This design comes from an exercise in tuning for small area, a short achievable clock period and few clock cycles on the open sky130 flow, not from production work.
The RTL was checked by simulation tests, not by an equivalence proof against the original design.
Power is estimated from default activity; no workload was simulated.

--- flow/constraint.sdc ---
create_clock -name core_clock -period 10.0 [get_ports {clk}]
set_input_delay 2.0000 -clock core_clock [delete_from_list [all_inputs] [get_ports {clk}]]
set_output_delay 2.0000 -clock core_clock [all_outputs]
set_load 0.01 [all_outputs]
--- flow/design.v ---
module multi_core_wb #(
    parameter N = 2,
    parameter IMG_SIZE = 64,
    parameter OUTPUT_SIZE = 32
)(
    input clk,
    input rst,
    input         i_wb_cyc,
    input         i_wb_stb,
    input         i_wb_we,
    input  [3:0]  i_wb_sel,
    input  [31:0] i_wb_addr,
    input  [31:0] i_wb_data,
    output reg [31:0] o_wb_data,
    output reg        o_wb_ack,
    output reg        o_wb_stall
);
reg [3:0] cnt;    
always @(posedge clk) begin
  if (rst) cnt <= 4'd7;
  else     cnt <= cnt + 4'd1;
end
wire [3:0] cnt_n = cnt + 4'd1;
wire [2:0] cc    = cnt[2:0];      
wire [2:0] cc_n  = cnt_n[2:0];    
reg  stall_i, w_hold;
wire req       = i_wb_cyc & i_wb_stb & ~stall_i;
wire a9        = i_wb_addr[9];
wire acc_pix   = req &  i_wb_we & ~a9;
wire acc_start = req &  i_wb_we &  a9;
wire acc_stat  = req & ~i_wb_we &  a9;
reg        w_pend;
reg        w_core;
reg [1:0]  w_pair;    
reg [3:0]  w_slot;    
reg [31:0] w_data;
wire ins_now  = w_pend & (w_slot == cnt);
reg       busy;       
reg       done_flag;  
reg       st_wait;    
reg       waitst;     
reg       act;        
reg [1:0] rv;         
wire start_pending = acc_start | waitst;
wire k0            = start_pending & (cc == 3'd0) & ~ins_now;   
wire finish        = act & (rv == 2'd3) & (cc == 3'd2);
wire hold_stat     = acc_stat & busy & ~finish;
wire st_wait_n     = hold_stat | (st_wait & ~finish);
wire act_n         = k0 | (act & ~finish);
wire [1:0] rv_n    = !act_n ? 2'd0 : (cc == 3'd7) ? rv + 2'd1 : rv;
always @(posedge clk) begin
  if (rst) begin
    busy      <= 1'b0;
    done_flag <= 1'b0;
    st_wait   <= 1'b0;
    waitst    <= 1'b0;
    act       <= 1'b0;
    rv        <= 2'd0;
  end else begin
    busy      <= (busy | acc_start) & ~finish;
    done_flag <= acc_start ? 1'b0 : (done_flag | finish);
    st_wait   <= st_wait_n;
    waitst    <= start_pending & ~k0;
    act       <= act_n;
    rv        <= rv_n;
  end
end
wire w_pend_n = stall_i ? (w_pend & ~ins_now) : acc_pix;
wire [3:0] w_slot_n = w_hold ? w_slot : i_wb_addr[3:0];
wire w_mis_n  = w_slot_n != cnt_n;
always @(posedge clk) begin
  if (!w_hold) begin
    w_core <= i_wb_addr[8];
    w_pair <= i_wb_addr[5:4];
    w_slot <= i_wb_addr[3:0];
    w_data <= i_wb_data;
  end
end
always @(posedge clk) begin
  if (rst) begin
    w_pend     <= 1'b0;
    w_hold     <= 1'b0;
    stall_i    <= 1'b0;
    o_wb_stall <= 1'b0;
    o_wb_ack   <= 1'b0;
  end else begin
    w_pend     <= w_pend_n;
    w_hold     <= w_pend_n & w_mis_n;
    stall_i    <= (st_wait_n | w_pend_n) & (st_wait_n | w_mis_n);
    o_wb_stall <= st_wait_n | (w_pend_n & w_mis_n);
    o_wb_ack   <= (req & ~hold_stat) | (st_wait & finish);
  end
end
wire [31:0] tap [0:15];    
genvar k, i;
generate
for (k = 0; k < 2; k = k + 1) begin : core_mem
  for (i = 0; i < 4; i = i + 1) begin : pair
    reg [511:0] r;
    wire ins = ins_now & (w_core == k) & (w_pair == i);
    always @(posedge clk)
      r <= {r[479:0], ins ? w_data : r[511:480]};
    assign tap[8*k + 2*i]     = r[511:480];
    assign tap[8*k + 2*i + 1] = r[255:224];
  end
end
endgenerate
wire [31:0] pred [0:1];
generate
for (k = 0; k < 2; k = k + 1) begin : core
  localparam P = (k == 1);
  reg       oh0, oh1;    
  reg [1:0] rb;          
  reg       x2u;         
  reg       x2v;         
  reg       eclr, oclr;  
  reg       fso;         
  reg       fen, fclr;   
  always @(posedge clk) begin
    oh0  <= (rv_n == 2'd0) ^ P;
    oh1  <= (rv_n == 2'd1) ^ P;
    rb   <= rv_n ^ {2{P}};
    x2u  <= (cc_n[0] ^ cc_n[1]) ^ P;
    x2v  <= P ? ~((cc_n == 3'd0) | (cc_n == 3'd3) | (cc_n == 3'd4))
              :  ((cc_n == 3'd3) | (cc_n == 3'd4));
    eclr <= ((cc_n == 3'd1) | (cc_n == 3'd5)) ^ P;
    oclr <= (cc_n == 3'd3) ^ P;
    fso  <= (cc_n == 3'd7) ^ P;
    fen  <= (act_n & ((cc_n == 3'd6) | (((cc_n == 3'd0) | (cc_n == 3'd2)) & (rv_n != 2'd0)))) ^ P;
    fclr <= ((rv_n == 2'd0) & (cc_n == 3'd6)) ^ P;
  end
  wire s0 = oh0 ^ P;
  wire s1 = oh1 ^ P;
  wire [1:0] r = rb ^ {2{P}};
  wire [31:0] q0 = s0 ? tap[8*k+0] : s1 ? tap[8*k+2] : tap[8*k+4];
  wire [31:0] q1 = s0 ? tap[8*k+1] : s1 ? tap[8*k+3] : tap[8*k+5];
  wire [31:0] q2 = r[1] ? tap[8*k+6] : r[0] ? tap[8*k+4] : tap[8*k+2];
  wire [31:0] q3 = r[1] ? tap[8*k+7] : r[0] ? tap[8*k+5] : tap[8*k+3];
  wire [31:0] n0  = ~q0;
  wire [31:0] n1  = ~q1;
  wire [31:0] s1v = q2 ^ q3 ^ n0;
  wire [31:0] m1  = (q2 & q3) | (q2 & n0) | (q3 & n0);
  wire [31:0] c1  = {m1[30:0], 1'b1};
  wire [31:0] ts  = s1v ^ c1 ^ n1;
  wire [31:0] m2  = (s1v & c1) | (s1v & n1) | (c1 & n1);
  wire [31:0] tc  = {m2[30:0], 1'b1};
  wire wu = x2u ^ P;
  wire wv = P ? ~x2v : x2v;
  reg  [31:0] us, uc, vs, vc;
  always @(posedge clk) begin
    us <= wu ? {ts[30:0], 1'b0} : ts;
    uc <= wu ? {tc[30:0], 1'b0} : tc;
    vs <= wv ? {ts[30:0], 1'b0} : ts;
    vc <= wv ? {tc[30:0], 1'b0} : tc;
  end
  reg  [31:0] es, ec, os, oc;
  wire [31:0] ea  = (eclr ^ P) ? 32'd0 : es;
  wire [31:0] eb  = (eclr ^ P) ? 32'd0 : ec;
  wire [31:0] oa  = (oclr ^ P) ? 32'd0 : os;
  wire [31:0] ob  = (oclr ^ P) ? 32'd0 : oc;
  wire [31:0] e1s = ea ^ eb ^ us;
  wire [31:0] e1m = (ea & eb) | (ea & us) | (eb & us);
  wire [31:0] e1c = {e1m[30:0], 1'b0};
  wire [31:0] e2m = (e1s & e1c) | (e1s & uc) | (e1c & uc);
  wire [31:0] o1s = oa ^ ob ^ vs;
  wire [31:0] o1m = (oa & ob) | (oa & vs) | (ob & vs);
  wire [31:0] o1c = {o1m[30:0], 1'b0};
  wire [31:0] o2m = (o1s & o1c) | (o1s & vc) | (o1c & vc);
  always @(posedge clk) begin
    es <= e1s ^ e1c ^ uc;
    ec <= {e2m[30:0], 1'b0};
    os <= o1s ^ o1c ^ vc;
    oc <= {o2m[30:0], 1'b0};
  end
  reg  [31:0] X;
  wire [31:0] xs = (fso ^ P) ? os : es;
  wire [31:0] xc = (fso ^ P) ? oc : ec;
  always @(posedge clk) X <= xs + xc;
  reg  [31:0] F;
  wire [31:0] sum = ((fclr ^ P) ? 32'd0 : F) + {{2{X[31]}}, X[31:2]};
  always @(posedge clk) begin
    if (fen ^ P) F <= sum;
  end
  assign pred[k] = F[31] ? 32'd0 : F;
end
endgenerate
always @(posedge clk) begin
  if (st_wait)  o_wb_data <= 32'd1;
  else if (a9)  o_wb_data <= {31'b0, done_flag | finish};
  else          o_wb_data <= pred[i_wb_addr[0]];
end
endmodule
--- flow/config.mk ---
export PLATFORM = sky130hd
export DESIGN_NAME = multi_core_wb
export DESIGN_NICKNAME = multi_core_wb
export VERILOG_FILES = /design/flow/design.v
export SDC_FILE = /design/flow/constraint.sdc
export NUM_CORES = 4
export LEC_CHECK = 0
export CAP_MARGIN = 20
export CORE_MARGIN = 2
export CORE_UTILIZATION = 60
export CTS_BUF_LIST = sky130_fd_sc_hd__clkbuf_8
export CTS_CLUSTER_DIAMETER = 40
export CTS_CLUSTER_SIZE = 16
export PLACE_DENSITY = 0.7
export SLEW_MARGIN = 20
--- flow/flow/run.sh ---
#!/bin/bash
set -euo pipefail
export SETUP_SLACK_MARGIN=7.2
export TNS_END_PERCENT=100
bash standard.sh > standard_flow.log 2>&1
--- flow/standard.sh ---
#!/bin/bash
# synth_recipe.tcl (not shown) runs the flow's synth.tcl, then flattens the netlist and writes it again
# the make line also repeats each setting of config.mk as NAME=value (left out here)
make -C /OpenROAD-flow-scripts/flow DESIGN_CONFIG=/design/flow/config.mk WORK_HOME=/design/flow/orfs CLKGATE_MAP_FILE= SYNTH_SCRIPT=/design/flow/synth_recipe.tcl "${@:-finish}"
==> run notes, run 1 <==
Setup violations remaining at the end of the flow were counted as 0. The worst register-to-register path begins at core[0].fso. The total via count in the routed design is 60525. The height of the die came out at 465.9 µm.

The worst pin sits at a relative slew slack of 0.2608. The first global-routing pass estimated 363200 µm of wire. Walking the worst path, the cells encountered are buf_6.

For this run, the slowest stage of the critical path takes 0.37 ns. At the pin with the least slew margin, the transition time is 1.109 ns. The total power density per cell area is 286.3 nW/µm². The number of instances in the placed design came out at 11251. The synthesized cell area is 128000 µm². The share of synthesized area in the top cell type comes to 0.7407. STA puts the critical path data required time at 8.00 ns. The CTS clock-pin slew for the worst setup and hold paths came out at 0.09 ns. The routed wire length per instance came out at 19.63 µm. The average cell area after synthesis came out at 15.00 µm². Once layout is complete, the cells apart from fillers number 12283. For this run, the detailed router's first-pass iteration total came to 6. The endpoint kind of the worst setup timing path is a primary output. For this design the static power due to leakage is 60.47 nW. The number of H-tree levels is 5.

The residual antenna-violating net count after detailed routing came out at 0. The total of buffers placed on input and output ports came out at 77. The final max-slew violation count came to 0. The number of buffers created by CTS is 461. The floorplan core area came out at 212100 µm².

Synthesis produced a netlist whose cell count is 8537. The ratio of cells with drive above 1 in the final layout is 0.2104. The gate family responsible for the most delay along the worst path is flip-flops. The number of hold violations in the final report is 0.

The count of warnings emitted by yosys came out at 1. Data on the critical path arrives at its endpoint at 1.57 ns. In this run the worst path has a maximum fanout of 1.

The count of unresolved DRC violations after routing is 0. The number of clock sinks came out at 4836. The routed design could run at a clock period as short as 3.573 ns. The latest clock arrival within the worst-skew pair is 1.09 ns.

The total number of nets in the final design came out at 9691. The horizontal die dimension came out at 465.9 µm. The number of buffers and inverters on the critical path is 1.

The layout filler cell count came out at 14064. For this run, the leading register cell type out of synthesis is sky130_fd_sc_hd__dfxtp_1. The flow ran to the end and the layout has no timing, DRC or antenna violations.

The first routing iteration left 3438 violations. Yosys attributes the largest share of cell area to sky130_fd_sc_hd__dfxtp_1, sky130_fd_sc_hd__fa_1, sky130_fd_sc_hd__mux2_2, sky130_fd_sc_hd__edfxtp_1, sky130_fd_sc_hd__mux2i_1. Final hold analysis gives a worst-case slack of 0.2893 ns. In this run the count of I/O pins placed on the die edge is 107.

The max-cap check violation count came out at 0. The worst setup path is of the register to primary output kind. After synthesis, the most frequently instantiated cells are sky130_fd_sc_hd__dfxtp_1, sky130_fd_sc_hd__mux2_2, sky130_fd_sc_hd__inv_1, sky130_fd_sc_hd__fa_1, sky130_fd_sc_hd__nand2_1.

The largest vdd supply drop is 0.1983 mV. The detailed-route vias per instance came out at 4.928. The number of global-route vias before repair is 62351.

Summed over all nets, the half-perimeter wirelength after detailed placement is 145000 µm. TritonCTS built the clock tree. The floorplan has 169 rows. Summed over all layers, the routed wires come to 241200 µm. By instance count, the leading cell after synthesis is sky130_fd_sc_hd__dfxtp_1.

The number of flops mapped to enable cells by yosys came out at 99. The beginning of the worst hold path is core_mem[1].pair[3].r[156]. The synthesized net count is 9113. Adding up every negative setup slack in the final design gives 0 ns. Counting distinct cell types in the post-synthesis netlist gives 74. The worst setup path is launched from a register. The library cell with the largest summed area after synthesis is sky130_fd_sc_hd__dfxtp_1.

Hold repair after CTS inserted 0 buffers. The register area share after synthesis is 0.7639. The worst hold path belongs to the class register to register. The cell sitting at the root of the clock tree is a sky130_fd_sc_hd__clkbuf_8.

The total die area came out at 217100 µm². For this run, the top clock speed supported by timing is 279.9 MHz. Setup repair after global routing could not meet its margin everywhere.

The slowest stage of the critical path is the sky130_fd_sc_hd__dfxtp_4 cell. The initial utilization of the core area, before any placement, comes to 0.6037. The last weighted congestion value of the routability-driven placer is 0.8575. The global-route usage over all layers is 0.2196. Entering global routing, the biggest net connects 77 pins. The initial antenna violation count came out at 8.

The number of synthesized register bits is 4836. The critical path launch point is o_wb_data[3]. In the finished design, the share of the clock period the worst path needs comes to 0.3573. The area growth from synthesis to layout is 14.79%.

In this run the deepest clock path goes through 4 buffers. The residual overflow from global routing came out at 0. For this run, asynchronously set or reset flops after synthesis account for 0. Between clock sinks in the finished design, the worst skew comes to 0.07322 ns.
[sequential cells by signal, indices dropped and copies added (netlist names), 64 cells and up]
signal,count
core.vs,64
core.us,64
core_mem.pair.r,4096
core.F,64
core.os,64
core.vc,64
core.es,64
core.uc,64
[layout make-up]
cell class              instances  area (µm²)  share of cell area
repair buffers                337        3822             0.02601
well taps                    2821        3530             0.02402
inverters                     405        1520             0.01034
flip-flops and latches       4836       97980              0.6667
diodes                          5       12.51          0.00008514
multi-input cells            3074       30040              0.2044
clock inverters               295        3048             0.02074
clock buffers                 510        7019             0.04776
[report_power, final]
part	leakage (nW)	internal, mW	switching, mW	total, mW
combinational	16.0	4.18	4.49	8.67
clock	5.24	5.83	6.72	12.6
sequential	39.2	20.3	0.588	20.9
total	60.5	30.3	11.8	42.1
[cell usage in the layout, fill, tap and decap left out, types with 99 or more instances in the layout]
cell type / instances
sky130_fd_sc_hd__o21ai_0: 163
sky130_fd_sc_hd__fa_1: 353
sky130_fd_sc_hd__inv_1: 444
sky130_fd_sc_hd__nand2b_1: 131
sky130_fd_sc_hd__a21oi_1: 214
sky130_fd_sc_hd__mux2i_1: 265
sky130_fd_sc_hd__dfxtp_1: 4685
sky130_fd_sc_hd__nor2_1: 215
sky130_fd_sc_hd__buf_4: 159
sky130_fd_sc_hd__clkbuf_8: 510
sky130_fd_sc_hd__edfxtp_1: 99
sky130_fd_sc_hd__nand2_1: 331
sky130_fd_sc_hd__mux2_2: 565
[repair_timing]
action,in CTS,in global routing
resized for setup,491,151
hold endpoints to repair,0,0
pin swaps,111,115
gates cloned,9,5
endpoints found under the setup margin,506,307
setup buffers,148,60
[through the flow]
step                      power, mW  utilization  cell area, µm²  setup WS (ns)
after global routing          44.09       0.6929          147000          6.309
after global placement        27.69       0.6244          132400          5.674
final                         42.07       0.6930          147000          6.427
after floorplan               26.12            -          128800          6.806
after CTS                     41.57       0.6865          145600          6.300
after detailed placement      27.95       0.6244          132400          5.632
[per-layer routing]
layer	global-route usage	wire [µm]	up-vias
met2	0.3386	108500	1290
met3	0.03522	11010	469
met4	0.08486	7854	0
li1	-	-	28800
met5	0	0	-
met1	0.3135	113800	29966
[cells by family (layout without fill, tap and decap cells)]
family,after synthesis,count (layout),share of synthesized area
xor+xnor,149,149,0.01019
flops,4836,4836,0.7639
compound gates,665,665,0.03129
other cells,1,6,0.00002929
mux,857,857,0.07279
simple gates,899,899,0.03266
fa+ha+maj,503,503,0.07062
buf+inv,627,1547,0.01852
[final timing paths]
| check | slack, ns | end | cells after the start |
|---|---|---|---|
| worst max-delay path | 6.43 | o_wb_data[3] | 1 |
| worst min register to register | 0.29 | core_mem[1].pair[3].r[188] | 0 |
| worst min-delay path | 0.29 | core_mem[1].pair[3].r[188] | 0 |
| worst max register to register | 6.62 | core[0].X[30] | 12 |
Testbench counts, summed over its fixed seeds: cycles 7,736.
==> run 2: changes to the inputs <==
==> flow/flow/run.sh (replaced) <==
#!/bin/bash
set -euo pipefail
export SETUP_SLACK_MARGIN=6.6
export TNS_END_PERCENT=100
bash standard.sh > standard_flow.log 2>&1
==> run notes, run 2 <==
The number of buffers inserted by hold repair at cts is 0 (unchanged). Unrepaired setup endpoints after global routing: true (unchanged). The post-route clock period utilization is 0.3618 (was 0.3573). The total setup violations reported at the end of the flow came to 0 (unchanged). The total number of nets in the final design is 9520 (was 9691). The most congested layer reported by global routing is met2 (unchanged). Top post-synthesis cells by count: sky130_fd_sc_hd__dfxtp_1, sky130_fd_sc_hd__mux2_2, sky130_fd_sc_hd__inv_1, sky130_fd_sc_hd__fa_1, sky130_fd_sc_hd__nand2_1 (unchanged). The slew at the pin closest to its max-slew limit is 1.176 ns (was 1.109 ns). Outcome: timing/DRC/antenna clean (unchanged).

Crit path cell chain: buf_6 (unchanged). The register area share after synthesis came out at 0.7639 (unchanged). The library cell with the largest summed area after synthesis was sky130_fd_sc_hd__dfxtp_1 (unchanged). The maximum number of pins on one net before global-route repair is 74 (was 77). The post-layout total power was 40.65 mW (was 42.07 mW). The worst setup skew after layout came out at 0.07667 ns (was 0.07322 ns).

The count of unresolved DRC violations after routing came to 0 (unchanged). The final core utilization came out at 0.6786 (was 0.6930). The fraction of synthesis flops using an asynchronous set or reset pin is 0 (unchanged). The highest attainable clock frequency came out at 276.4 MHz (was 279.9 MHz).

The first-pass GRT wire length came out at 350500 µm (was 363200 µm). The total number of placement rows came out at 169 (unchanged). The max-cap check violation count is 0 (unchanged). The cell with the largest stage delay on the worst path is sky130_fd_sc_hd__dfxtp_4 (unchanged). The average cell area after synthesis was 15.00 µm² (unchanged). The register name with the most flops is core_mem.pair.r (unchanged). The number of detailed-routing iterations run before antenna repair is 5 (was 6). The critical path required time is 8.00 ns (about the same). The total power density per cell area was 282.5 nW/µm² (was 286.3 nW/µm²). The headroom to the max-slew limit came out at 0.2074 (was 0.2608). The root buffer cell is sky130_fd_sc_hd__clkbuf_8 (unchanged). The top fanout value on the critical path is 1 (unchanged). The layout overhead on the synthesized area came out at 12.41% (was 14.79%). The total of buffers placed on input and output ports is 77 (unchanged). The TritonCTS clock tree is yes (unchanged).

The total die area came out at 217100 µm² (unchanged). The floorplan core area came out at 212100 µm² (unchanged). The worst stage delay on the critical path came out at 0.41 ns (was 0.37 ns). The met3 global-route usage is 0.03057 (was 0.03522). The synthesized net count was 9113 (unchanged). The number of top-level design ports came out at 107 (unchanged). The CTS clock-pin slew for the worst setup and hold paths came to 0.09 ns (about the same). The number of buffers and inverters on the critical path was 1 (unchanged). The wire length after detailed routing is 228200 µm (was 241200 µm). The number of buffers created by CTS was 458 (was 461). The total via count in the routed design is 58782 (was 60525). The met1 demand-to-capacity share in global routing came out at 0.3018 (was 0.3135). The ratio of cells with drive above 1 in the final layout came out at 0.1770 (was 0.2104). The final-layout setup total negative slack is 0 ns (unchanged). The fraction of met2 tracks used by global routing came out at 0.3272 (was 0.3386). The horizontal die dimension is 465.9 µm (unchanged).

The gate family responsible for the most delay along the worst path is flip-flops (unchanged). Most frequent cells in the layout: sky130_fd_sc_hd__dfxtp_1, sky130_fd_sc_hd__mux2_2, sky130_fd_sc_hd__clkbuf_8 (unchanged). The number of clock sinks came out at 4836 (unchanged). The half-perimeter wire length after detailed placement came out at 143800 µm (was 145000 µm).

The final max-slew violation count came out at 0 (unchanged). The worst setup margin came out at 6.382 ns (was 6.427 ns). The data arrival time of the worst path came to 1.62 ns (was 1.57 ns). Synth area leaders: sky130_fd_sc_hd__dfxtp_1, sky130_fd_sc_hd__fa_1, sky130_fd_sc_hd__mux2_2, sky130_fd_sc_hd__edfxtp_1, sky130_fd_sc_hd__mux2i_1 (unchanged). The latest clock arrival within the worst-skew pair is 1.11 ns (was 1.09 ns). The number of synthesized register bits came to 4836 (unchanged). The count of different cell masters after synthesis was 74 (unchanged).

The number of H-tree levels was 5 (unchanged). The type of origin of the critical path is a register (unchanged). The number of flops mapped to enable cells by yosys was 99 (unchanged). The initial antenna violation count came to 5 (was 8). The instance count of the mapped netlist was 8537 (unchanged). The post-placement worst setup slack came out at 5.791 ns (was 5.632 ns). The routed wire length per instance was 18.84 µm (was 19.63 µm).

The residual antenna-violating net count after detailed routing was 0 (unchanged). The initial core utilization is 0.6037 (unchanged). The final-layout worst hold slack came out at 0.2899 ns (was 0.2893 ns). The post-route minimum period is 3.618 ns (was 3.573 ns). The synthesized cell area was 128000 µm² (unchanged). The number of hold violations in the final report came to 0 (unchanged). The largest vdd supply drop came to 0.2097 mV (was 0.1983 mV). The worst min-delay path class is register to register (unchanged). The detailed-route vias per instance is 4.854 (was 4.928). The leakage component of the power came to 59.20 nW (was 60.47 nW). The residual overflow from global routing came out at 0 (unchanged). The most common cell after layout, fill and taps aside is sky130_fd_sc_hd__dfxtp_1 (unchanged). The global-route usage over all layers came out at 0.2104 (was 0.2196). The endpoint kind of the worst setup timing path is a primary output (unchanged). The number of global-route vias before repair is 60909 (was 62351). The height of the die is 465.9 µm (unchanged). The DRC marker count from the first detailed-route iteration is 2929 (was 3438). The prevailing post-synth register cell was sky130_fd_sc_hd__dfxtp_1 (unchanged). The cell with the most instances after synthesis is sky130_fd_sc_hd__dfxtp_1 (unchanged). The share of the synthesized area in the top cell type was 0.7407 (unchanged). The maximum clock path buffer count is 4 (unchanged). The count of warnings emitted by yosys came to 1 (unchanged).

The last weighted congestion value of the routability-driven placer was 0.8559 (was 0.8575). The flip-flop count of the largest register, all copies and words added is 4096 (unchanged). The category of the critical setup timing path is register to primary output (unchanged).
-- run 2: path summary, 6_finish.rpt --
path / endpoint / slack, ns / from / depth (start not counted)
worst max-delay path: o_wb_data[21] / 6.38 / o_wb_data[21] / 1
worst min-delay path: core_mem[1].pair[3].r[78] / 0.29 / core_mem[1].pair[3].r[46] / 0
worst max register to register: core[1].X[31] / 6.56 / core[1].fso / 11
worst min register to register: core_mem[1].pair[3].r[78] / 0.29 / core_mem[1].pair[3].r[46] / 0
-- run 2: per-layer routing --
| layer | up-vias | part of all wire | routed length [µm] |
|---|---|---|---|
| met5 | - | 0 | 0 |
| met2 | 1052 | 0.45 | 102300 |
| met4 | 0 | 0.032 | 7264 |
| met1 | 28839 | 0.48 | 110600 |
| met3 | 460 | 0.035 | 7989 |
| li1 | 28431 | - | - |
-- run 2: metrics by stage --
stage	area (µm²)	instances
CTS	143200	12073
global route	143900	12107
detailed placement	131800	11246
finish	143900	12111
floorplan	128100	8537
global placement	131800	11246
-- run 2: final cells by class --
cell class / instances / area [µm²]
inverters: 405 / 1520
clock inverters: 293 / 3490
flip-flops and latches: 4836 / 97990
multi-input cells: 3074 / 28490
diodes: 9 / 22.52
repair buffers: 169 / 1944
clock buffers: 504 / 6937
fillers: 14352 / 68170
well taps: 2821 / 3530
-- run 2: power by group --
group          total, mW  switching (mW)  internal (mW)
logic               6.90            3.74           3.17
registers           20.8           0.535           20.3
clock network       12.9            6.69           6.25
total               40.7            11.0           29.7
-- run 2: what timing repair did --
item / 4_1_cts / 5_1_grt
setup buffers: 24 / 25
cloned: 6 / 4
endpoints found under the setup margin: 324 / 131
pin swaps: 15 / 33
resized for setup: 302 / 77
-- run 2: kinds of logic (layout without fill, tap and decap cells) --
kind of cell / Yosys count / in the layout / synth area share
mux: 857 / 857 / 0.07279
compound gates: 665 / 665 / 0.03129
xor+xnor: 149 / 149 / 0.01019
buf+inv: 627 / 1371 / 0.01852
other cells: 1 / 10 / 0.00002929
simple gates: 899 / 899 / 0.03266
flops: 4836 / 4836 / 0.7639
fa+ha+maj: 503 / 503 / 0.07062
==> run 3: changes to the inputs <==
--- a/flow/design.v
+++ b/flow/design.v
@@ -35,34 +35,39 @@
 reg [3:0]  w_slot;    
 reg [31:0] w_data;
 wire ins_now  = w_pend & (w_slot == cnt);
+reg  [1:0] lr;        
+wire [1:0] lr_n = (cc == 3'd7) ? ((lr == 2'd2) ? 2'd0 : lr + 2'd1) : lr;
+wire dirty_now  = ins_now & ({1'b0, w_pair} <= {1'b0, lr} + 3'd1);
+reg  clean;           
+reg  clean_done;      
+wire it_first   = (lr == 2'd0) & (cc == 3'd0);    
+wire it_end     = (lr == 2'd0) & (cc == 3'd2);    
+always @(posedge clk) begin
+  if (rst) begin
+    lr         <= 2'd2;
+    clean      <= 1'b0;
+    clean_done <= 1'b0;
+  end else begin
+    lr         <= lr_n;
+    clean      <= (it_first | clean) & ~dirty_now;
+    clean_done <= (it_first ? clean : clean_done) & ~ins_now;
+  end
+end
 reg       busy;       
 reg       done_flag;  
 reg       st_wait;    
-reg       waitst;     
-reg       act;        
-reg [1:0] rv;         
-wire start_pending = acc_start | waitst;
-wire k0            = start_pending & (cc == 3'd0) & ~ins_now;   
-wire finish        = act & (rv == 2'd3) & (cc == 3'd2);
+wire finish        = busy & it_end & clean_done & ~ins_now;
 wire hold_stat     = acc_stat & busy & ~finish;
 wire st_wait_n     = hold_stat | (st_wait & ~finish);
-wire act_n         = k0 | (act & ~finish);
-wire [1:0] rv_n    = !act_n ? 2'd0 : (cc == 3'd7) ? rv + 2'd1 : rv;
 always @(posedge clk) begin
   if (rst) begin
     busy      <= 1'b0;
     done_flag <= 1'b0;
     st_wait   <= 1'b0;
-    waitst    <= 1'b0;
-    act       <= 1'b0;
-    rv        <= 2'd0;
   end else begin
     busy      <= (busy | acc_start) & ~finish;
     done_flag <= acc_start ? 1'b0 : (done_flag | finish);
     st_wait   <= st_wait_n;
-    waitst    <= start_pending & ~k0;
-    act       <= act_n;
-    rv        <= rv_n;
   end
 end
 wire w_pend_n = stall_i ? (w_pend & ~ins_now) : acc_pix;
@@ -117,17 +122,17 @@
   reg       fso;         
   reg       fen, fclr;   
   always @(posedge clk) begin
-    oh0  <= (rv_n == 2'd0) ^ P;
-    oh1  <= (rv_n == 2'd1) ^ P;
-    rb   <= rv_n ^ {2{P}};
+    oh0  <= (lr_n == 2'd0) ^ P;
+    oh1  <= (lr_n == 2'd1) ^ P;
+    rb   <= lr_n ^ {2{P}};
     x2u  <= (cc_n[0] ^ cc_n[1]) ^ P;
     x2v  <= P ? ~((cc_n == 3'd0) | (cc_n == 3'd3) | (cc_n == 3'd4))
               :  ((cc_n == 3'd3) | (cc_n == 3'd4));
     eclr <= ((cc_n == 3'd1) | (cc_n == 3'd5)) ^ P;
     oclr <= (cc_n == 3'd3) ^ P;
     fso  <= (cc_n == 3'd7) ^ P;
-    fen  <= (act_n & ((cc_n == 3'd6) | (((cc_n == 3'd0) | (cc_n == 3'd2)) & (rv_n != 2'd0)))) ^ P;
-    fclr <= ((rv_n == 2'd0) & (cc_n == 3'd6)) ^ P;
+    fen  <= ((cc_n == 3'd6) | (cc_n == 3'd0) | (cc_n == 3'd2)) ^ P;
+    fclr <= ((lr_n == 2'd0) & (cc_n == 3'd6)) ^ P;
   end
   wire s0 = oh0 ^ P;
   wire s1 = oh1 ^ P;
@@ -176,12 +181,13 @@
   wire [31:0] xs = (fso ^ P) ? os : es;
   wire [31:0] xc = (fso ^ P) ? oc : ec;
   always @(posedge clk) X <= xs + xc;
-  reg  [31:0] F;
+  reg  [31:0] F, PR;
   wire [31:0] sum = ((fclr ^ P) ? 32'd0 : F) + {{2{X[31]}}, X[31:2]};
   always @(posedge clk) begin
-    if (fen ^ P) F <= sum;
+    if (fen ^ P) F  <= sum;
+    if (finish)  PR <= sum[31] ? 32'd0 : sum;
   end
-  assign pred[k] = F[31] ? 32'd0 : F;
+  assign pred[k] = PR;
 end
 endgenerate
 always @(posedge clk) begin
==> flow/config.mk (replaced) <==
export PLATFORM = sky130hd
export DESIGN_NAME = multi_core_wb
export DESIGN_NICKNAME = multi_core_wb
export VERILOG_FILES = /design/flow/design.v
export SDC_FILE = /design/flow/constraint.sdc
export NUM_CORES = 4
export LEC_CHECK = 0
export CAP_MARGIN = 20
export CORE_MARGIN = 2
export CORE_UTILIZATION = 72
export CTS_BUF_LIST = sky130_fd_sc_hd__clkbuf_16
export CTS_CLUSTER_DIAMETER = 60
export CTS_CLUSTER_SIZE = 30
export PLACE_DENSITY = 0.8
export SLEW_MARGIN = 20
==> run notes, run 3 <==
The number of buffers created by CTS is 201 (was 458). Outcome: timing/DRC/antenna clean (unchanged). The post-route minimum period came to 3.343 ns (was 3.618 ns). The layout filler cell count came to 9998 (was 14352). The count of warnings emitted by yosys came to 1 (unchanged). The instance count of the mapped netlist came out at 8691 (was 8537). The sequential fraction of design power is 0.511 (was 0.512). The initial antenna violation count came to 8 (was 5). The number of H-tree levels is 4 (was 5). The register name with the most flops is core_mem.pair.r (unchanged). The worst min-delay path class is register to register (unchanged). The count of unresolved DRC violations after routing came out at 0 (unchanged).

The max-cap check violation count is 0 (unchanged). The fraction of synthesis flops using an asynchronous set or reset pin is 0 (unchanged). The share of total power in the clock network was 0.228 (was 0.318). Synth area leaders: sky130_fd_sc_hd__dfxtp_1, sky130_fd_sc_hd__fa_1, sky130_fd_sc_hd__mux2_2, sky130_fd_sc_hd__edfxtp_1, sky130_fd_sc_hd__mux2i_1 (unchanged). The highest attainable clock frequency came out at 299.1 MHz (was 276.4 MHz). The detailed route wirelength on metal3 is 9384 µm (was 7989 µm). The maximum clock path buffer count is 3 (was 4). The library cell with the largest summed area after synthesis was sky130_fd_sc_hd__dfxtp_1 (unchanged). The register area share after synthesis is 0.7629 (was 0.7639).

The first-pass GRT wire length is 350000 µm (was 350500 µm). The wire length after detailed routing is 228900 µm (was 228200 µm). The share of the synthesized area in the top cell type is 0.7259 (was 0.7407). The number of synthesized register bits came out at 4898 (was 4836). The headroom to the max-slew limit came out at 0.3026 (was 0.2074).

The residual antenna-violating net count after detailed routing is 0 (unchanged). The post-placement worst setup slack is 5.749 ns (was 5.791 ns). The worst setup margin came out at 6.657 ns (was 6.382 ns). The floorplan core area came out at 180500 µm² (was 212100 µm²). The cell with the most instances after synthesis is sky130_fd_sc_hd__dfxtp_1 (unchanged). The detailed-route vias per instance is 5.195 (was 4.854). The critical path launch point is o_wb_data[14] (was o_wb_data[21]). The flip-flop count of the largest register, all copies and words added came to 4096 (unchanged). The average cell area after synthesis is 15.03 µm² (was 15.00 µm²).

The total number of nets in the final design came out at 9411 (was 9520). The total of buffers placed on input and output ports came out at 77 (unchanged). The total die area is 184900 µm² (was 217100 µm²). The logic depth of the worst register-to-register path came out at 7 (was 11). The top metal layer carrying routed signals is met5 (was met4). The cell with the largest stage delay on the worst path is sky130_fd_sc_hd__dfxtp_2 (was sky130_fd_sc_hd__dfxtp_4). The largest vdd supply drop came out at 0.2390 mV (was 0.2097 mV). The top fanout value on the critical path came to 1 (unchanged). The half-perimeter wire length after detailed placement came to 142000 µm (was 143800 µm).

The endpoint kind of the worst setup timing path is a primary output (unchanged). Crit path cell chain: buf_2 (was buf_6). The total setup violations reported at the end of the flow is 0 (unchanged).

The gate family responsible for the most delay along the worst path is flip-flops (unchanged). The TritonCTS clock tree is yes (unchanged). The post-layout total power came out at 43.20 mW (was 40.65 mW). The latest clock arrival within the worst-skew pair came out at 0.90 ns (was 1.11 ns). The total power density per cell area is 306.6 nW/µm² (was 282.5 nW/µm²).

Most frequent cells in the layout: sky130_fd_sc_hd__dfxtp_1, sky130_fd_sc_hd__mux2_2, sky130_fd_sc_hd__inv_1 (was sky130_fd_sc_hd__dfxtp_1, sky130_fd_sc_hd__mux2_2, sky130_fd_sc_hd__clkbuf_8). The slew at the pin closest to its max-slew limit came out at 1.046 ns (was 1.176 ns). The number of flops mapped to enable cells by yosys is 161 (was 99). The final max-slew violation count came out at 0 (unchanged).

The beginning of the worst hold path is core_mem[1].pair[2].r[24] (was core_mem[1].pair[3].r[46]). The fraction of power spent switching nets came out at 0.3021 (was 0.2698). The data arrival time of the worst path came out at 1.34 ns (was 1.62 ns). The number of hold violations in the final report was 0 (unchanged). The total via count in the routed design came out at 58687 (was 58782). The count of cell instances traversed by the critical path came to 1 (unchanged). The number of detailed-routing iterations run before antenna repair came out at 6 (was 5). The worst hold path cell count came out at 0 (unchanged). The number of clock sinks came out at 4898 (was 4836). The final-layout worst hold slack came to 0.3083 ns (was 0.2899 ns). The count of different cell masters after synthesis is 79 (was 74). The height of the die is 430.0 µm (was 465.9 µm). The post-route clock period utilization came out at 0.3343 (was 0.3618). The category of the critical setup timing path is register to primary output (unchanged). Top post-synthesis cells by count: sky130_fd_sc_hd__dfxtp_1, sky130_fd_sc_hd__mux2_2, sky130_fd_sc_hd__inv_1, sky130_fd_sc_hd__fa_1, sky130_fd_sc_hd__nand2_1 (unchanged). The final core utilization is 0.7803 (was 0.6786). The leakage component of the power is 58.16 nW (was 59.20 nW).

The ratio of cells with drive above 1 in the final layout came out at 0.1234 (was 0.1770). The detailed-routing wirelength on met1 came out at 108500 µm (was 110600 µm). The CTS clock-pin slew for the worst setup and hold paths is 0.11 ns (was 0.09 ns). The residual overflow from global routing came out at 0 (unchanged).

The global-route usage over all layers is 0.2474 (was 0.2104). The last weighted congestion value of the routability-driven placer came out at 0.8861 (was 0.8559). The type of origin of the critical path was a register (unchanged). The prevailing post-synth register cell is sky130_fd_sc_hd__dfxtp_1 (unchanged). The startpoint of the most critical register-to-register path is core[0].rb[0] (was core[1].fso). The detailed route wirelength on metal2 was 105100 µm (was 102300 µm).

The routed wire length per instance is 20.26 µm (was 18.84 µm). The DRC marker count from the first detailed-route iteration is 3829 (was 2929). The final-layout setup total negative slack is 0 ns (unchanged).

The number of global-route vias before repair came to 61019 (was 60909). The switching power of the nets came out at 13.05 mW (was 10.97 mW). Unrepaired setup endpoints after global routing: true (unchanged). The layout overhead on the synthesized area is 7.840% (was 12.41%).

The most common cell after layout, fill and taps aside is sky130_fd_sc_hd__dfxtp_1 (unchanged). The critical path required time came to 8.00 ns (about the same). The number of buffers inserted by hold repair at cts came out at 0 (unchanged). The horizontal die dimension came out at 430.0 µm (was 465.9 µm). The internal power component is 30.15 mW (was 29.68 mW). The initial core utilization came out at 0.7236 (was 0.6037). The worst setup skew after layout came out at 0.03359 ns (was 0.07667 ns). The worst stage delay on the critical path came to 0.33 ns (was 0.41 ns). The root buffer cell was sky130_fd_sc_hd__clkbuf_16 (was sky130_fd_sc_hd__clkbuf_8). The number of top-level design ports is 107 (unchanged). The total number of placement rows came out at 156 (was 169). The number of buffers and inverters on the critical path came out at 1 (unchanged). The combinational fraction of design power was 0.261 (was 0.170). The synthesized cell area is 130600 µm² (was 128000 µm²). The synthesized net count is 9273 (was 9113). The maximum number of pins on one net before global-route repair is 80 (was 74).
[run 3: changes by cell type after synthesis, moves of 18 or more]
cell                       previous run  this run
sky130_fd_sc_hd__edfxtp_1            99       161
sky130_fd_sc_hd__nor2b_1             52       107
sky130_fd_sc_hd__a22oi_1             31         1
sky130_fd_sc_hd__mux2i_1            265       292
sky130_fd_sc_hd__a21o_1              81        61
sky130_fd_sc_hd__buf_1               46        27
sky130_fd_sc_hd__inv_1              403       421
[run 3: cell type report]
cell class	count	area, µm²	area share
clock inverters	96	1130	0.008020
well taps	2370	2965	0.02105
clock buffers	203	5080	0.03606
flip-flops and latches	4898	99740	0.7080
diodes	1	2.502	0.00001776
multi-input cells	3159	28860	0.2048
inverters	421	1580	0.01122
repair buffers	148	1524	0.01082
[run 3: repair_timing]
action                     CTS  global route
buffers inserted             5            26
setup endpoints to repair  332           206
gates resized for setup    198            61
gates cloned                 3             3
pin swaps                    2            14
[run 3: worst paths after layout]
path	end	slack, ns
setup / recovery	o_wb_data[14]	6.66
hold / removal	core_mem[1].pair[2].r[56]	0.31
hold reg to reg	core_mem[1].pair[2].r[56]	0.31
setup reg to reg	core[0].vs[26]	6.66
[run 3: logic make-up (layout without fill, tap and decap cells)]
| logic type | Yosys count | in the layout | synth area share |
|---|---|---|---|
| AO/OA/AOI/OAI | 611 | 612 | 0.02802 |
| multiplexers | 899 | 899 | 0.07470 |
| flip-flops | 4898 | 4898 | 0.7629 |
| AND/OR/NAND/NOR | 1000 | 1000 | 0.03672 |
| adder cells (fa/ha/maj) | 509 | 509 | 0.06978 |
| other | 1 | 2 | 0.00002871 |
| buffers and inverters | 635 | 868 | 0.01851 |
| XOR/XNOR | 138 | 138 | 0.009310 |
[run 3: power by group through the flow]
stage	combinational (mW)	clock, mW	sequential [mW]
3_3_place_gp	10.2	0	22.5
5_1_grt	12.6	10.6	22.2
3_5_place_dp	10.7	0	22.6
6_report	11.3	9.83	22.1
2_1_floorplan	8.02	0	22.1
4_1_cts	10.9	9.96	22.1
[run 3: metrics by stage]
step / instances / instance area (µm²)
2_1_floorplan: 8691 / 130700
3_3_place_gp: 10959 / 133900
3_5_place_dp: 10959 / 133900
4_1_cts: 11266 / 140400
5_1_grt: 11296 / 140900
6_report: 11296 / 140900
[run 3: metal layers]
layer | up-vias | global-route usage
li1 | 28178 | -
met1 | 29077 | 0.3599
met2 | 1074 | 0.3949
met3 | 356 | 0.03321
met4 | 2 | 0.06869
met5 | - | 0
Testbench counts of run 3, summed over its fixed seeds: cycles 6,968.
==> run 4: changes to the inputs <==
--- a/flow/config.mk
+++ b/flow/config.mk
@@ -8,8 +8,8 @@
 export CAP_MARGIN = 20
 export CORE_MARGIN = 2
 export CORE_UTILIZATION = 72
-export CTS_BUF_LIST = sky130_fd_sc_hd__clkbuf_16
-export CTS_CLUSTER_DIAMETER = 60
-export CTS_CLUSTER_SIZE = 30
+export CTS_BUF_LIST = sky130_fd_sc_hd__clkbuf_4 sky130_fd_sc_hd__clkbuf_8
+export CTS_CLUSTER_DIAMETER = 40
+export CTS_CLUSTER_SIZE = 12
 export PLACE_DENSITY = 0.8
 export SLEW_MARGIN = 20
==> run notes, run 4 <==
Outcome: timing/DRC/antenna clean (unchanged). The slew at the pin closest to its max-slew limit was 1.069 ns (was 1.046 ns). The total die area is 184900 µm² (unchanged).

Unrepaired setup endpoints after global routing: true (unchanged). The count of different cell masters after synthesis is 79 (unchanged). The residual antenna-violating net count after detailed routing is 0 (unchanged).

The final max-slew violation count is 0 (unchanged). The type of origin of the critical path is a register (unchanged). The worst min-delay path class is register to register (unchanged). The placed standard-cell area came out at 133900 µm² (unchanged).

The total of buffers placed on input and output ports is 77 (unchanged). The sequential fraction of design power came to 0.486 (was 0.511). The headroom to the max-slew limit came out at 0.2873 (was 0.3026). The average cell area after synthesis came out at 15.03 µm² (unchanged). The reg2reg setup slack came to 6.68 ns (was 6.66 ns). The post-route minimum period is 3.493 ns (was 3.343 ns). The number of synthesized register bits came to 4898 (unchanged). The number of top-level design ports came out at 107 (unchanged). The number of buffers created by CTS came out at 530 (was 201). The total number of placement rows came out at 156 (unchanged). The gate family responsible for the most delay along the worst path was flip-flops (unchanged). The TritonCTS clock tree is yes (unchanged). The synthesized net count is 9273 (unchanged). The worst setup skew after layout is 0.07059 ns (was 0.03359 ns). The cell with the most instances after synthesis is sky130_fd_sc_hd__dfxtp_1 (unchanged). The category of the critical setup timing path is register to primary output (unchanged). Top post-synthesis cells by count: sky130_fd_sc_hd__dfxtp_1, sky130_fd_sc_hd__mux2_2, sky130_fd_sc_hd__inv_1, sky130_fd_sc_hd__fa_1, sky130_fd_sc_hd__nand2_1 (unchanged).

The wire length after detailed routing is 233100 µm (was 228900 µm). The instance count of the mapped netlist came out at 8691 (unchanged). The DRC marker count from the first detailed-route iteration is 3537 (was 3829). The share of the synthesized area in the top cell type came out at 0.7259 (unchanged). The fraction of power spent switching nets is 0.2971 (was 0.3021).

The number of H-tree levels is 6 (was 4). The residual overflow from global routing came out at 0 (unchanged). The maximum clock path buffer count came out at 4 (was 3). The final-layout worst hold slack is 0.2689 ns (was 0.3083 ns). The layout filler cell count came out at 9531 (was 9998). The floorplan core area was 180500 µm² (unchanged).

The initial core utilization came out at 0.7236 (unchanged). The number of buffers inserted by hold repair at cts came to 0 (unchanged). The share of total power in the clock network was 0.266 (was 0.228). The endpoint kind of the worst setup timing path was a primary output (unchanged). The worst setup margin is 6.507 ns (was 6.657 ns). The height of the die was 430.0 µm (unchanged). The number of hold violations in the final report is 0 (unchanged). The number of global-route vias before repair came out at 64100 (was 61019). The total number of nets in the final design came out at 9728 (was 9411). The layout overhead on the synthesized area is 10.19% (was 7.840%). The register name with the most flops was core_mem.pair.r (unchanged). The latest clock arrival within the worst-skew pair came out at 1.08 ns (was 0.90 ns).

The library cell with the largest summed area after synthesis is sky130_fd_sc_hd__dfxtp_1 (unchanged). The root buffer cell is sky130_fd_sc_hd__clkbuf_8 (was sky130_fd_sc_hd__clkbuf_16). The most common cell after layout, fill and taps aside was sky130_fd_sc_hd__dfxtp_1 (unchanged). The maximum number of pins on one net before global-route repair is 80 (unchanged). The post-placement worst setup slack is 5.749 ns (unchanged). The horizontal die dimension is 430.0 µm (unchanged).

The highest attainable clock frequency is 286.3 MHz (was 299.1 MHz). The routed wire length per instance is 19.92 µm (was 20.26 µm). The post-route clock period utilization came out at 0.3493 (was 0.3343). The top fanout value on the critical path is 1 (unchanged). The critical path required time came to 8.00 ns (about the same). The detailed-route vias per instance came to 5.176 (was 5.195). The synthesized cell area came out at 130600 µm² (unchanged). The largest vdd supply drop came to 0.2561 mV (was 0.2390 mV). The leakage component of the power is 59.83 nW (was 58.16 nW).

The count of unresolved DRC violations after routing came out at 0 (unchanged). Crit path cell chain: buf_2 (unchanged). The number of clock sinks came out at 4898 (unchanged). The total setup violations reported at the end of the flow is 0 (unchanged). The final-layout setup total negative slack came out at 0 ns (unchanged). The CTS clock-pin slew for the worst setup and hold paths came out at 0.08 ns (was 0.11 ns).

The last weighted congestion value of the routability-driven placer came to 0.8861 (unchanged). The prevailing post-synth register cell was sky130_fd_sc_hd__dfxtp_1 (unchanged). The initial antenna violation count came out at 9 (was 8). The half-perimeter wire length after detailed placement is 142000 µm (unchanged). The max-cap check violation count came to 0 (unchanged).

Synth area leaders: sky130_fd_sc_hd__dfxtp_1, sky130_fd_sc_hd__fa_1, sky130_fd_sc_hd__mux2_2, sky130_fd_sc_hd__edfxtp_1, sky130_fd_sc_hd__mux2i_1 (unchanged). The number of buffers and inverters on the critical path came to 1 (unchanged). The data arrival time of the worst path came to 1.49 ns (was 1.34 ns).

The cell with the largest stage delay on the worst path is sky130_fd_sc_hd__dfxtp_1 (was sky130_fd_sc_hd__dfxtp_2). The count of warnings emitted by yosys is 1 (unchanged). The total via count in the routed design is 60580 (was 58687). The fraction of synthesis flops using an asynchronous set or reset pin is 0 (unchanged).

The ratio of cells with drive above 1 in the final layout came out at 0.1643 (was 0.1234). The register area share after synthesis is 0.7629 (unchanged). The number of flops mapped to enable cells by yosys is 161 (unchanged). The worst stage delay on the critical path is 0.32 ns (was 0.33 ns). The total power density per cell area is 315.9 nW/µm² (was 306.6 nW/µm²). The internal power component was 31.96 mW (was 30.15 mW). The final design instance area without fill came to 144000 µm² (was 140900 µm²). Most frequent cells in the layout: sky130_fd_sc_hd__dfxtp_1, sky130_fd_sc_hd__mux2_2, sky130_fd_sc_hd__clkbuf_8 (was sky130_fd_sc_hd__dfxtp_1, sky130_fd_sc_hd__mux2_2, sky130_fd_sc_hd__inv_1). The number of detailed-routing iterations run before antenna repair came out at 5 (was 6). The global-route usage over all layers came out at 0.2520 (was 0.2474). The first-pass GRT wire length came out at 357400 µm (was 350000 µm). The combinational fraction of design power came to 0.248 (was 0.261).

The switching power of the nets is 13.51 mW (was 13.05 mW). The flip-flop count of the largest register, all copies and words added came out at 4096 (unchanged).
[run 4: kinds of logic (layout without fill, tap and decap cells)]
logic type,Yosys count,count (layout),share of synthesized area
and+or+nand+nor,1000,1000,0.03672
buffers and inverters,635,1267,0.01851
adders and majority gates,509,509,0.06978
AOI/OAI and AO/OA,611,612,0.02802
DFF,4898,4898,0.7629
muxes,899,899,0.07470
other,1,10,0.00002871
xor gates and xnor gates,138,138,0.009310
[run 4: area by class of cell]
type                       instances  area, µm²  area share
clock buffer                     616       8209     0.05703
timing repair buffer             136       1528     0.01061
sequential                      4898      99750      0.6929
multi-input combinational       3159      28870      0.2005
inverter                         421       1580     0.01098
clock inverter                    94       1035    0.007188
antenna                            9      22.52   0.0001564
tap                             2370       2965     0.02060
[run 4: per-layer routing]
metal  global-route usage  part of all wire  vias up
li1                     -                 -    28857
met1               0.3567              0.46    29887
met2               0.3945              0.46     1405
met3              0.04474             0.047      431
met4              0.09282             0.032        0
met5                    0                 0        -
[run 4: power groups by stage]
stage                     combinational (mW)  sequential, mW  clock, mW
after global routing                    12.6            22.2       13.1
final                                   11.3            22.1       12.1
after global placement                  10.2            22.5          0
after floorplan                         8.02            22.1          0
after CTS                               11.0            22.1       12.3
after detailed placement                10.7            22.6          0
[run 4: worst paths after layout]
path | to | cells after the start | startpoint
setup reg to reg | core[1].vs[14] | 6 | core[1].rb[0]
hold reg to reg | core_mem[1].pair[1].r[75] | 0 | core_mem[1].pair[1].r[43]
setup / recovery | o_wb_data[0] | 1 | o_wb_data[0]
hold / removal | core_mem[1].pair[1].r[75] | 0 | core_mem[1].pair[1].r[43]
[run 4: worst register-to-register path: cells and delay by family, from the launching register on]
kind | cells | cell delay (ns)
DFF | 1 | 0.81
adders and majority gates | 2 | 1.11
muxes | 2 | 0.63
buffers and inverters | 1 | 0.50
AOI/OAI and AO/OA | 1 | 0.13
[run 4: through the flow]
| step | utilization | total power [mW] | std cells |
|---|---|---|---|
| final | 0.7973 | 45.48 | 11703 |
| after global routing | 0.7972 | 47.92 | 11696 |
| after CTS | 0.7943 | 45.42 | 11677 |
| after detailed placement | 0.7416 | 33.24 | 10959 |
| after global placement | 0.7416 | 32.71 | 10959 |
| after floorplan | - | 30.13 | 8691 |
[run 4: timing repair]
action,CTS,global route
pin swaps,2,10
buffers inserted,5,13
gates resized for setup,197,82
setup endpoints to repair,323,253
cloned,3,4
==> run 5: changes to the inputs <==
==> flow/config.mk (replaced) <==
export PLATFORM = sky130hd
export DESIGN_NAME = multi_core_wb
export DESIGN_NICKNAME = multi_core_wb
export VERILOG_FILES = /design/flow/design.v
export SDC_FILE = /design/flow/constraint.sdc
export NUM_CORES = 4
export LEC_CHECK = 0
export CAP_MARGIN = 20
export CORE_MARGIN = 2
export CORE_UTILIZATION = 60
export CTS_BUF_LIST = sky130_fd_sc_hd__clkbuf_8
export CTS_CLUSTER_DIAMETER = 40
export CTS_CLUSTER_SIZE = 16
export PLACE_DENSITY = 0.7
export SLEW_MARGIN = 20
==> run notes, run 5 <==
The total power density per cell area was 316.8 nW/µm² (was 315.9 nW/µm²). Most frequent cells in the layout: sky130_fd_sc_hd__dfxtp_1, sky130_fd_sc_hd__mux2_2, sky130_fd_sc_hd__clkbuf_8 (unchanged). The horizontal die dimension came out at 470.6 µm (was 430.0 µm).

The total number of placement rows is 171 (was 156). The worst min-delay path class is register to register (unchanged). The initial antenna violation count is 7 (was 9).

The number of buffers created by CTS is 472 (was 530). The cell with the most instances after synthesis is sky130_fd_sc_hd__dfxtp_1 (unchanged). The maximum clock path buffer count came out at 4 (unchanged). The number of synthesized register bits came out at 4898 (unchanged). The post-route minimum period came out at 3.529 ns (was 3.493 ns). Synth area leaders: sky130_fd_sc_hd__dfxtp_1, sky130_fd_sc_hd__fa_1, sky130_fd_sc_hd__mux2_2, sky130_fd_sc_hd__edfxtp_1, sky130_fd_sc_hd__mux2i_1 (unchanged). The last weighted congestion value of the routability-driven placer came out at 0.8633 (was 0.8861). The latest clock arrival within the worst-skew pair is 1.10 ns (was 1.08 ns). The slew at the pin closest to its max-slew limit is 1.077 ns (was 1.069 ns). The total of buffers placed on input and output ports is 77 (unchanged). The instance count of the mapped netlist came out at 8691 (unchanged). The largest vdd supply drop is 0.1604 mV (was 0.2561 mV). Unrepaired setup endpoints after global routing: true (unchanged). The number of top-level design ports came to 107 (unchanged). The most common cell after layout, fill and taps aside is sky130_fd_sc_hd__dfxtp_1 (unchanged). The total die area came to 221500 µm² (was 184900 µm²). The share of the synthesized area in the top cell type came to 0.7259 (unchanged).

The fraction of synthesis flops using an asynchronous set or reset pin came out at 0 (unchanged). The sequential fraction of design power came out at 0.478 (was 0.486). The height of the die was 470.6 µm (was 430.0 µm).

The maximum number of pins on one net before global-route repair came out at 69 (was 80). The post-placement worst setup slack came to 5.741 ns (was 5.749 ns). The count of warnings emitted by yosys came out at 1 (unchanged).

The detailed-route vias per instance is 4.843 (was 5.176). The number of detailed-routing iterations run before antenna repair came out at 5 (unchanged). The register area share after synthesis came out at 0.7629 (unchanged). The worst stage delay on the critical path was 0.33 ns (was 0.32 ns). The final core utilization is 0.6734 (was 0.7973).

The layout overhead on the synthesized area was 11.73% (was 10.19%). The synthesized cell area is 130600 µm² (unchanged). The combinational fraction of design power is 0.242 (was 0.248). The max-cap check violation count was 0 (unchanged). The library cell with the largest summed area after synthesis is sky130_fd_sc_hd__dfxtp_1 (unchanged).

The highest attainable clock frequency is 283.4 MHz (was 286.3 MHz). The first-pass GRT wire length came out at 345600 µm (was 357400 µm). The worst setup margin is 6.471 ns (was 6.507 ns). The number of clock sinks came to 4898 (unchanged).

The critical path required time came out at 8.00 ns (about the same). The floorplan core area is 216700 µm² (was 180500 µm²). The final max-slew violation count is 0 (unchanged). The TritonCTS clock tree is yes (unchanged).

The root buffer cell is sky130_fd_sc_hd__clkbuf_8 (unchanged). The number of buffers and inverters on the critical path came out at 1 (unchanged). The total via count in the routed design came to 59610 (was 60580).

The worst setup skew after layout is 0.06004 ns (was 0.07059 ns). The routed wire length per instance is 18.14 µm (was 19.92 µm). The number of global-route vias before repair came to 61517 (was 64100). The average cell area after synthesis is 15.03 µm² (unchanged).

Crit path cell chain: buf_6 (was buf_2). The number of H-tree levels came to 5 (was 6). The endpoint kind of the worst setup timing path is a primary output (unchanged). The cell with the largest stage delay on the worst path is sky130_fd_sc_hd__dfxtp_2 (was sky130_fd_sc_hd__dfxtp_1). The synthesized net count is 9273 (unchanged).

The layout filler cell count was 15006 (was 9531). The leakage component of the power came out at 60.53 nW (was 59.83 nW). The DRC marker count from the first detailed-route iteration is 3256 (was 3537). The initial core utilization came out at 0.6027 (was 0.7236). The switching power of the nets was 13.95 mW (was 13.51 mW). The headroom to the max-slew limit came out at 0.2819 (was 0.2873). The register name with the most flops is core_mem.pair.r (unchanged). The residual antenna-violating net count after detailed routing came out at 0 (unchanged). The data arrival time of the worst path is 1.53 ns (was 1.49 ns). The post-route clock period utilization came out at 0.3529 (was 0.3493).

The flip-flop count of the largest register, all copies and words added is 4096 (unchanged). The number of flops mapped to enable cells by yosys is 161 (unchanged). Top post-synthesis cells by count: sky130_fd_sc_hd__dfxtp_1, sky130_fd_sc_hd__mux2_2, sky130_fd_sc_hd__inv_1, sky130_fd_sc_hd__fa_1, sky130_fd_sc_hd__nand2_1 (unchanged). The share of total power in the clock network is 0.280 (was 0.266).

The area occupied by multi-input gates came out at 28940 µm² (was 28870 µm²). The fraction of power spent switching nets is 0.3017 (was 0.2971). The number of hold violations in the final report came to 0 (unchanged). The area used by sequential logic in the layout is 99750 µm² (unchanged).

The type of origin of the critical path was a register (unchanged). The total setup violations reported at the end of the flow came out at 0 (unchanged). The global-route usage over all layers came out at 0.2005 (was 0.2520). The number of buffers inserted by hold repair at cts came out at 0 (unchanged). The CTS clock-pin slew for the worst setup and hold paths came out at 0.09 ns (was 0.08 ns). The category of the critical setup timing path was register to primary output (unchanged).

Outcome: timing/DRC/antenna clean (unchanged). The internal power component came to 32.29 mW (was 31.96 mW). The final-layout setup total negative slack came to 0 ns (unchanged). The wire length after detailed routing is 223200 µm (was 233100 µm). The ratio of cells with drive above 1 in the final layout is 0.1721 (was 0.1643). The residual overflow from global routing came out at 0 (unchanged). The gate family responsible for the most delay along the worst path is flip-flops (unchanged). The total number of nets in the final design is 9674 (was 9728). The top fanout value on the critical path is 1 (unchanged). The count of unresolved DRC violations after routing is 0 (unchanged). The half-perimeter wire length after detailed placement was 138500 µm (was 142000 µm). The count of different cell masters after synthesis came out at 79 (unchanged). The prevailing post-synth register cell was sky130_fd_sc_hd__dfxtp_1 (unchanged).
==> run 5: cell counts after synthesis <==
No cell type changed its count.
==> run 5: final cells by class <==
cell class                 count  area share
timing repair buffer         139     0.01087
multi-input combinational   3160      0.1983
sequential                  4898      0.6834
antenna                        8   0.0001372
inverter                     421     0.01083
clock inverter               310     0.02320
tap                         2854     0.02447
clock buffer                 518     0.04884
==> run 5: cell families after synthesis <==
kind of cell,Yosys count,share of synthesized area
fa+ha+maj,509,0.06978
mux,899,0.07470
simple gates,1000,0.03672
other cells,1,0.00002871
xor+xnor,138,0.009310
buf+inv,635,0.01851
flops,4898,0.7629
compound gates,611,0.02802
==> run 5: final timing paths <==
path	start	to	slack [ns]	depth (start not counted)
min reg2reg	core_mem[1].pair[0].r[169]	core_mem[1].pair[0].r[201]	0.29	0
max	o_wb_data[0]	o_wb_data[0]	6.47	1
min	core_mem[1].pair[0].r[169]	core_mem[1].pair[0].r[201]	0.29	0
max reg2reg	core[1].fso	core[1].X[14]	6.59	10
==> run 5: power groups by stage <==
| stage | logic (mW) | clock network, mW | registers, mW |
|---|---|---|---|
| floorplan | 8.02 | 0 | 22.1 |
| finish | 11.2 | 13.0 | 22.1 |
| detailed placement | 10.6 | 0 | 22.6 |
| global placement | 10.2 | 0 | 22.6 |
| CTS | 10.9 | 13.3 | 22.1 |
| global route | 12.6 | 14.1 | 22.3 |
==> run 5: repair_timing <==
action	in CTS	in global routing
endpoints found under the setup margin	320	188
pin swaps	4	14
resized for setup	191	86
buffers inserted	8	13
cloned	3	5
==> run 5: per-layer routing <==
| layer | up-vias | share of wire | track usage | wire, µm |
|---|---|---|---|---|
| met1 | 29160 | 0.50 | 0.2998 | 111700 |
| met2 | 1039 | 0.43 | 0.2975 | 95770 |
| met5 | - | 0 | 0 | 0 |
| met3 | 421 | 0.041 | 0.03217 | 9112 |
| met4 | 0 | 0.030 | 0.06981 | 6611 |
| li1 | 28990 | - | - | - |
==> run 5: stage by stage <==
step	instance area [µm²]	total power, mW	std cells	hold slack [ns]
5_1_grt	146000	48.93	12308	0.2752
6_report	146000	46.24	12308	0.2897
3_5_place_dp	134500	33.22	11443	0.3121
2_1_floorplan	130700	30.13	8691	0.3096
4_1_cts	145400	46.33	12282	0.2755
3_3_place_gp	134500	32.79	11442	0.3095
==> run 6: changes to the inputs <==
--- a/flow/design.v
+++ b/flow/design.v
@@ -125,9 +125,9 @@
     oh0  <= (lr_n == 2'd0) ^ P;
     oh1  <= (lr_n == 2'd1) ^ P;
     rb   <= lr_n ^ {2{P}};
-    x2u  <= (cc_n[0] ^ cc_n[1]) ^ P;
-    x2v  <= P ? ~((cc_n == 3'd0) | (cc_n == 3'd3) | (cc_n == 3'd4))
-              :  ((cc_n == 3'd3) | (cc_n == 3'd4));
+    x2u  <= (cc[0] ^ cc[1]) ^ P;
+    x2v  <= P ? ~((cc == 3'd0) | (cc == 3'd3) | (cc == 3'd4))
+              :  ((cc == 3'd3) | (cc == 3'd4));
     eclr <= ((cc_n == 3'd1) | (cc_n == 3'd5)) ^ P;
     oclr <= (cc_n == 3'd3) ^ P;
     fso  <= (cc_n == 3'd7) ^ P;
@@ -148,16 +148,17 @@
   wire [31:0] c1  = {m1[30:0], 1'b1};
   wire [31:0] ts  = s1v ^ c1 ^ n1;
   wire [31:0] m2  = (s1v & c1) | (s1v & n1) | (c1 & n1);
-  wire [31:0] tc  = {m2[30:0], 1'b1};
+  reg  [31:0] tsr, tcr;
+  always @(posedge clk) begin
+    tsr <= ts;
+    tcr <= {m2[30:0], 1'b1};
+  end
   wire wu = x2u ^ P;
   wire wv = P ? ~x2v : x2v;
-  reg  [31:0] us, uc, vs, vc;
-  always @(posedge clk) begin
-    us <= wu ? {ts[30:0], 1'b0} : ts;
-    uc <= wu ? {tc[30:0], 1'b0} : tc;
-    vs <= wv ? {ts[30:0], 1'b0} : ts;
-    vc <= wv ? {tc[30:0], 1'b0} : tc;
-  end
+  wire [31:0] us = wu ? {tsr[30:0], 1'b0} : tsr;
+  wire [31:0] uc = wu ? {tcr[30:0], 1'b0} : tcr;
+  wire [31:0] vs = wv ? {tsr[30:0], 1'b0} : tsr;
+  wire [31:0] vc = wv ? {tcr[30:0], 1'b0} : tcr;
   reg  [31:0] es, ec, os, oc;
   wire [31:0] ea  = (eclr ^ P) ? 32'd0 : es;
   wire [31:0] eb  = (eclr ^ P) ? 32'd0 : ec;
==> flow/config.mk (replaced) <==
export PLATFORM = sky130hd
export DESIGN_NAME = multi_core_wb
export DESIGN_NICKNAME = multi_core_wb
export VERILOG_FILES = /design/flow/design.v
export SDC_FILE = /design/flow/constraint.sdc
export NUM_CORES = 4
export LEC_CHECK = 0
export CAP_MARGIN = 20
export CORE_MARGIN = 2
export CORE_UTILIZATION = 72
export CTS_BUF_LIST = sky130_fd_sc_hd__clkbuf_16
export CTS_CLUSTER_DIAMETER = 60
export CTS_CLUSTER_SIZE = 30
export PLACE_DENSITY = 0.8
export SLEW_MARGIN = 20
==> run notes, run 6 <==
The worst stage delay on the critical path came out at 0.41 ns (was 0.33 ns). The flip-flop count of the largest register, all copies and words added was 4096 (unchanged). The post-layout total power is 42.36 mW (was 46.24 mW).

The residual overflow from global routing came out at 0 (unchanged). Crit path cell chain: buf_12 -> buf_12 -> mux2_4 -> ha_4 -> a21bo_4 -> a211oi_4 -> o21bai_2 -> a311oi_2 -> buf_4 -> a221oi_4 -> o31a_1 -> buf_6 -> o41ai_4 -> xnor2_1 (was buf_6). The total number of nets in the final design is 9155 (was 9674). The top fanout value on the critical path is 8 (was 1). The register area share after synthesis is 0.7619 (was 0.7629). The DRC marker count from the first detailed-route iteration came out at 3710 (was 3256).

The fraction of synthesis flops using an asynchronous set or reset pin was 0 (unchanged). The highest attainable clock frequency came out at 290.3 MHz (was 283.4 MHz). The synthesized net count is 9003 (was 9273). The count of warnings emitted by yosys came out at 1 (unchanged). The last weighted congestion value of the routability-driven placer came out at 0.8937 (was 0.8633). The TritonCTS clock tree is yes (unchanged).

The library cell with the largest summed area after synthesis is sky130_fd_sc_hd__dfxtp_1 (unchanged). The final design instance area without fill is 138200 µm² (was 146000 µm²). Most frequent cells in the layout: sky130_fd_sc_hd__dfxtp_1, sky130_fd_sc_hd__mux2_2, sky130_fd_sc_hd__mux2i_1 (was sky130_fd_sc_hd__dfxtp_1, sky130_fd_sc_hd__mux2_2, sky130_fd_sc_hd__clkbuf_8). Unrepaired setup endpoints after global routing: true (unchanged). The final max-slew violation count came to 0 (unchanged).

The CTS clock-pin slew for the worst setup and hold paths is 0.10 ns (was 0.09 ns). The synthesized cell area is 127400 µm² (was 130600 µm²). The total power density per cell area came out at 306.6 nW/µm² (was 316.8 nW/µm²).

The first-pass GRT wire length is 347700 µm (was 345600 µm). The height of the die is 424.7 µm (was 470.6 µm). The initial antenna violation count came to 4 (was 7).

The cell with the largest stage delay on the worst path was sky130_fd_sc_hd__dfxtp_4 (was sky130_fd_sc_hd__dfxtp_2). Outcome: timing/DRC/antenna clean (unchanged). The maximum clock path buffer count is 3 (was 4). The count of different cell masters after synthesis is 85 (was 79).

The final-layout setup total negative slack is 0 ns (unchanged). The root buffer cell is sky130_fd_sc_hd__clkbuf_16 (was sky130_fd_sc_hd__clkbuf_8). The number of top-level design ports came out at 107 (unchanged). The number of buffers created by CTS came out at 198 (was 472). The share of the synthesized area in the top cell type came to 0.7239 (was 0.7259). The routed wire length per instance is 20.58 µm (was 18.14 µm). The total of buffers placed on input and output ports came out at 77 (unchanged).

The largest vdd supply drop is 0.2073 mV (was 0.1604 mV). The initial core utilization is 0.7242 (was 0.6027). The number of clock sinks is 4768 (was 4898). The number of flops mapped to enable cells by yosys came out at 161 (unchanged).

The number of hold violations in the final report is 0 (unchanged). The max-cap check violation count came out at 0 (unchanged). The most common cell after layout, fill and taps aside is sky130_fd_sc_hd__dfxtp_1 (unchanged). The register name with the most flops is core_mem.pair.r (unchanged).

The instance count of the mapped netlist came out at 8420 (was 8691). The worst setup skew after layout came out at 0.03484 ns (was 0.06004 ns). The number of buffers and inverters on the critical path came out at 4 (was 1). The detailed-route vias per instance was 5.233 (was 4.843).
run 6: path summary, 6_finish.rpt:
check,startpoint,slack [ns],to,cells after the start
min reg2reg,core_mem[0].pair[1].r[359],0.31,core_mem[0].pair[1].r[391],0
min,core_mem[0].pair[1].r[359],0.31,core_mem[0].pair[1].r[391],0
max reg2reg,core[1].fso,6.55,core[1].X[26],14
max,core[1].fso,6.55,core[1].X[26],14
run 6: final cells by class:
class                           instances  area share
Clock buffer                          202     0.03659
Multi-Input combinational cell       3134      0.2109
Clock inverter                         99    0.008559
Tap cell                             2340     0.02119
Inverter                              306    0.008314
Timing Repair Buffer                  164     0.01132
Sequential cell                      4768      0.7032
run 6: what timing repair did:
action | 4_1_cts | 5_1_grt
hold buffers | 0 | 0
setup buffers | 23 | 21
gates cloned | 6 | 5
pin swaps | 12 | 47
setup endpoints to repair | 167 | 117
gates resized for setup | 204 | 105
run 6: worst reg2reg max path, cell delays in order (launching register included):
cell                       delay (ns)
sky130_fd_sc_hd__dfxtp_4         0.41
sky130_fd_sc_hd__buf_12          0.14
sky130_fd_sc_hd__buf_12          0.14
sky130_fd_sc_hd__mux2_4          0.34
sky130_fd_sc_hd__ha_4            0.26
sky130_fd_sc_hd__a21bo_4         0.23
sky130_fd_sc_hd__a211oi_4        0.28
sky130_fd_sc_hd__o21bai_2        0.13
sky130_fd_sc_hd__a311oi_2        0.24
sky130_fd_sc_hd__buf_4           0.17
sky130_fd_sc_hd__a221oi_4        0.09
sky130_fd_sc_hd__o31a_1          0.33
sky130_fd_sc_hd__buf_6           0.14
sky130_fd_sc_hd__o41ai_4         0.32
sky130_fd_sc_hd__xnor2_1         0.15
run 6: layer usage:
metal	up-vias	track usage	routed length, µm
li1	27504	-	-
met4	0	0.08037	7322
met5	-	0	0
met1	28645	0.3585	105200
met3	394	0.03212	8675
met2	1091	0.4069	105400
run 6: power by group:
part | total [mW] | switching (mW) | internal (mW) | leakage [nW]
Combinational | 11.1 | 6.17 | 4.88 | 15.0
Sequential | 21.5 | 0.896 | 20.7 | 38.8
Clock | 9.76 | 5.75 | 4.01 | 3.12
Total | 42.4 | 12.8 | 29.5 | 56.9
run 6: kinds of logic after synthesis:
logic type | after synthesis | synth area share
flops | 4768 | 0.7619
other cells | 1 | 0.00002943
mux | 905 | 0.07598
fa+ha+maj | 510 | 0.07165
buf+inv | 518 | 0.01547
simple gates | 959 | 0.03625
xor+xnor | 140 | 0.009732
compound gates | 619 | 0.02903
run 6: through the flow:
| stage | cells | utilization |
|---|---|---|
| 2_1_floorplan | 8420 | - |
| 3_3_place_gp | 10657 | 0.7426 |
| 3_5_place_dp | 10657 | 0.7426 |
| 4_1_cts | 10987 | 0.7810 |
| 5_1_grt | 11013 | 0.7853 |
| 6_report | 11013 | 0.7853 |
Testbench counts of run 6, summed over its fixed seeds: cycles 6,968.

Setup slack of run 6, layout unchanged: 6.555 ns with ideal ports, 6.555 ns with driving cells assumed (clock clkbuf_16, inputs buf_2), 5.763 ns with port delays also shifted by the 0.952 ns mid clock arrival.
